What follows belongs to an exercise in optimizing a design on an open flow for small area, a short achievable clock period and few clock cycles per item; a production flow would make more cautious choices.
Only simulation tests tie the RTL to the original design; equivalence was not proved.

Design top, start of the top module:
module top(
		input wire [31:0] opa,
		input wire [31:0] opb,
		input wire start,
		input wire rst,
		input wire clk,
		output reg done,
		output reg [31:0] result
);
==> flow/config.mk <==
export PLATFORM = sky130hd
export DESIGN_NAME = top
export DESIGN_NICKNAME = top
export VERILOG_FILES = /design/flow/design.v
export SDC_FILE = /design/flow/constraint.sdc
export NUM_CORES = 4
export LEC_CHECK = 0
export CAP_MARGIN = 20
export CORE_MARGIN = 2
export CORE_UTILIZATION = 40
export PLACE_DENSITY = 0.7
export SETUP_SLACK_MARGIN = 2.5
export SLEW_MARGIN = 20
==> flow/constraint.sdc <==
create_clock -name core_clock -period 7.0 [get_ports {clk}]
set_input_delay 1.4000 -clock core_clock [delete_from_list [all_inputs] [get_ports {clk}]]
set_output_delay 1.4000 -clock core_clock [all_outputs]
set_load 0.01 [all_outputs]
standard.sh (not shown) runs the stock make flow with config.mk's settings and CLKGATE_MAP_FILE= SYNTH_SCRIPT=/design/flow/synth_recipe.tcl, a recipe that flattens the netlist after the stock synthesis.
==> flow/flow/run.sh <==
#!/bin/bash
# Standard layout, with plain buf_1 cells as the port buffers.
set -euo pipefail
export BUFFER_PORTS_ARGS="-buffer_cell sky130_fd_sc_hd__buf_1"
bash standard.sh > standard.log 2>&1
Testbench counts at the start, summed over its fixed seeds: cycles 52,913, items 2,400.
Then changed:
==> flow/flow/run.sh (replaced) <==
#!/bin/bash
# Standard layout, with plain buf_1 cells as the port buffers and timing
# repair limited to gate sizing and pin swaps (no buffer insertion).
set -euo pipefail
export BUFFER_PORTS_ARGS="-buffer_cell sky130_fd_sc_hd__buf_1"
export SETUP_MOVE_SEQUENCE="unbuffer,sizeup,swap"
bash standard.sh > standard.log 2>&1
- PLACE_DENSITY: 0.7 -> not set
- SETUP_SLACK_MARGIN: 2.5 -> 3
Outcome: Setup slack gets worse by 0.76 ns.

* * *

Another version of the RTL of top (not shown whole).
Size in the first run: roughly 840 cells after synthesis, ~100 I/O pins, about 6700 µm² of cells after synthesis.
==> flow/design.v (excerpt) <==
module top(
		input wire [31:0] opa,
		input wire [31:0] opb,
		input wire start,
		input wire rst,
		input wire clk,
		output reg done,
		output reg [31:0] result
);
export LEC_CHECK = 0
export CAP_MARGIN = 20
export CORE_MARGIN = 2
export CORE_UTILIZATION = 40
export SETUP_SLACK_MARGIN = 3.0
export SLEW_MARGIN = 20
export TNS_END_PERCENT = 5
create_clock -name core_clock -period 7.0 [get_ports {clk}]
==> flow/flow/run.sh <==
#!/bin/bash
# Standard layout, with plain buf_1 cells as the port buffers.
set -euo pipefail
export BUFFER_PORTS_ARGS="-buffer_cell sky130_fd_sc_hd__buf_1"
bash standard.sh > standard.log 2>&1
The starting point completed without violations.
Testbench counts at the start, summed over its fixed seeds: cycles 51,745, items 2,400.
Next try:
--- a/flow/config.mk
+++ b/flow/config.mk
@@ -9,5 +9,4 @@
 export CORE_MARGIN = 2
-export CORE_UTILIZATION = 40
-export SETUP_SLACK_MARGIN = 3.0
+export CORE_UTILIZATION = 35
+export SETUP_SLACK_MARGIN = 2.8
 export SLEW_MARGIN = 20
-export TNS_END_PERCENT = 5
The new run finished with timing, DRC and antenna clean. Setup slack gains 0.0053 ns. Final area came out higher by a few percent. Synthesized cell count stays the same. Final cell count is higher by a few percent. Sequential share of layout area decreases by 0.61 points.
Next try:
--- a/flow/config.mk
+++ b/flow/config.mk
@@ -9,4 +9,4 @@
 export CORE_MARGIN = 2
-export CORE_UTILIZATION = 35
-export SETUP_SLACK_MARGIN = 2.8
+export CORE_UTILIZATION = 40
+export SETUP_SLACK_MARGIN = 2.5
 export SLEW_MARGIN = 20
Effect: Register-to-register slack loses 0.18 ns. Non-clock buffer count came out lower by 27. Global-route usage rose by 2.2 points. Wire length came out lower by a few percent. Core utilization climbs by 2.7 points. Worst setup slack loses 0.21 ns. Clock skew goes down by 0.0030 ns. Area after synthesis does not change. First-iteration DRC count is lower by a few percent.
Next try:
--- a/flow/config.mk
+++ b/flow/config.mk
@@ -10,3 +10,4 @@
 export CORE_UTILIZATION = 40
-export SETUP_SLACK_MARGIN = 2.5
+export SETUP_SLACK_MARGIN = 3.2
 export SLEW_MARGIN = 20
+export TNS_END_PERCENT = 5
Result: Global-route usage goes up by 0.52 points. Synthesized cell count does not change. Design area goes up by 11%. Wire length goes up by 6.5%. Clock skew barely changes. Register-to-register slack improved by 0.11 ns.
Next try:
--- a/flow/config.mk
+++ b/flow/config.mk
@@ -9,5 +9,4 @@
 export CORE_MARGIN = 2
-export CORE_UTILIZATION = 40
-export SETUP_SLACK_MARGIN = 3.2
+export CORE_UTILIZATION = 30
+export SETUP_SLACK_MARGIN = 2.7
 export SLEW_MARGIN = 20
-export TNS_END_PERCENT = 5
Synthesized area is unchanged.
Synthesized cell count stays the same.
Worst hold slack is better by 0.036 ns.
Setup slack is worse by 0.046 ns.
Cell area goes down by 7.0%.
Clock-buffer cell count does not change.
First-iteration DRC count goes up by 3.0%.
Sequential share of layout area goes up by 1.6 points.
Die area goes up by 32%.
Routed wire length goes down by 0.65%.
Next try:
--- a/flow/config.mk
+++ b/flow/config.mk
@@ -9,4 +9,5 @@
 export CORE_MARGIN = 2
-export CORE_UTILIZATION = 30
-export SETUP_SLACK_MARGIN = 2.7
+export CORE_UTILIZATION = 40
+export SETUP_SLACK_MARGIN = 2.8
 export SLEW_MARGIN = 20
+export TNS_END_PERCENT = 20
Design area falls by 0.57%; clock skew is about the same; hold slack got worse by 0.037 ns; cell count falls by 5.0%.

* * *

top with an RTL version that a note above also has.
Size in the first run: ~820 cells after synthesis, about 71 flip-flops.
export LEC_CHECK = 0
export CAP_MARGIN = 20
export CORE_MARGIN = 2
export CORE_UTILIZATION = 30
export SETUP_SLACK_MARGIN = 2.7
export SLEW_MARGIN = 20
create_clock -name core_clock -period 7.0 [get_ports {clk}]
Scripts as last shown in full above: flow/flow/run.sh
Testbench counts at the start, summed over its fixed seeds: cycles 52,913, items 2,400.
Change:
- CORE_UTILIZATION: 30 -> 60
- SETUP_SLACK_MARGIN: 2.7 -> 2
What happened:
- maximum frequency came out lower by 13%
- worst setup slack loses 0.62 ns
- hold slack gains 0.0072 ns
Change:
- CORE_UTILIZATION: 60 -> 40
- SETUP_SLACK_MARGIN: 2 -> 3
Worst hold slack loses 0.0088 ns.
Non-clock buffer count increases by 38.
Count of clock-buffer cells in the layout came out lower by 2.
Design area goes up by about a fifth.
Worst setup slack is better by 0.70 ns.
Register-to-register slack improves by 0.68 ns.
Synthesized area stays the same.
Change:
- PLACE_DENSITY: unset -> 0.5
- SETUP_SLACK_MARGIN: 3 -> 2.5
The new run passed the timing, DRC and antenna checks. Register-to-register slack loses 0.21 ns. Wire length goes up by a few percent. Fmax goes down by a few percent. Design area goes down by roughly a tenth.
Change:
==> flow/run.sh (new file) <==
#!/bin/bash
# synth_recipe.tcl (not shown) runs the flow's synth.tcl, then flattens the netlist and writes it again
# the make line also repeats each setting of config.mk as NAME=value (left out here)
make -C /OpenROAD-flow-scripts/flow DESIGN_CONFIG=/design/flow/config.mk WORK_HOME=/design/flow/orfs CLKGATE_MAP_FILE= SYNTH_SCRIPT=/design/flow/synth_recipe.tcl finish
- PLACE_DENSITY: 0.5 -> unset
- SETUP_SLACK_MARGIN: 2.5 -> 2
removed: flow/flow/run.sh
removed: flow/standard.sh
Result: Worst setup slack loses 0.25 ns. Count of clock-buffer cells in the layout rose by 2. Worst hold slack gains 0.044 ns. Non-clock buffer count fell by 5. Die area does not change. Final cell count fell by 0.44%. Flip-flop and latch count does not change.

[static timing again, ports no longer ideal]
The flow's constraints put no driver on any port. The routed layouts listed below were extracted and timed again, unchanged, in two steps.
Step 1, drivers: a clkbuf_16 drives clk and a buf_2 each remaining input, both assumed.
Step 2, shift: input delay + t, output delay - t, t = (earliest + latest rising clock arrival at the registers) / 2. This alone moves slack from input paths to output paths.
a / b / c = no drivers / after step 1 / after step 2; a / b = the first two.
run	t (ns)	slack for setup (ns)	latest minus earliest clock arrival (ns)	slew at the worst register clock pin (ns)	worst data-port slew with drivers (ns)
the first run of note 1	0.370	2.656 / 2.618 / 2.831	0.005 / 0.005	0.06 / 0.06	0.04
the second run of note 1	0.376	1.891 / 1.851 / 2.051	0.005 / 0.005	0.06 / 0.06	0.04
the first run of note 2	0.383	2.838 / 2.795 / 3.026	0.008 / 0.008	0.07 / 0.07	0.04
the second run of note 2	0.386	2.843 / 2.800 / 3.005	0.011 / 0.011	0.06 / 0.06	0.04
the third run of note 2	0.384	2.636 / 2.592 / 2.816	0.008 / 0.008	0.07 / 0.07	0.04
the fourth run of note 2	0.383	2.820 / 2.776 / 2.930	0.010 / 0.010	0.07 / 0.07	0.04
the fifth run of note 2	0.371	2.773 / 2.734 / 2.898	0.005 / 0.005	0.06 / 0.06	0.04
the sixth run of note 2	0.382	2.792 / 2.749 / 2.982	0.007 / 0.008	0.07 / 0.07	0.04
the first run of note 3	0.374	2.722 / 2.684 / 2.859	0.006 / 0.005	0.06 / 0.06	0.05
the second run of note 3	0.395	2.100 / 2.068 / 2.307	0.015 / 0.014	0.09 / 0.09	0.04
the third run of note 3	0.377	2.804 / 2.765 / 2.989	0.005 / 0.005	0.06 / 0.06	0.04
the fourth run of note 3	0.378	2.645 / 2.604 / 2.785	0.010 / 0.010	0.07 / 0.07	0.05
the fifth run of note 3	0.365	2.395 / 2.395 / 2.395	0.014 / 0.014	0.06 / 0.06	0.05
After both steps every run listed still meets setup and hold.
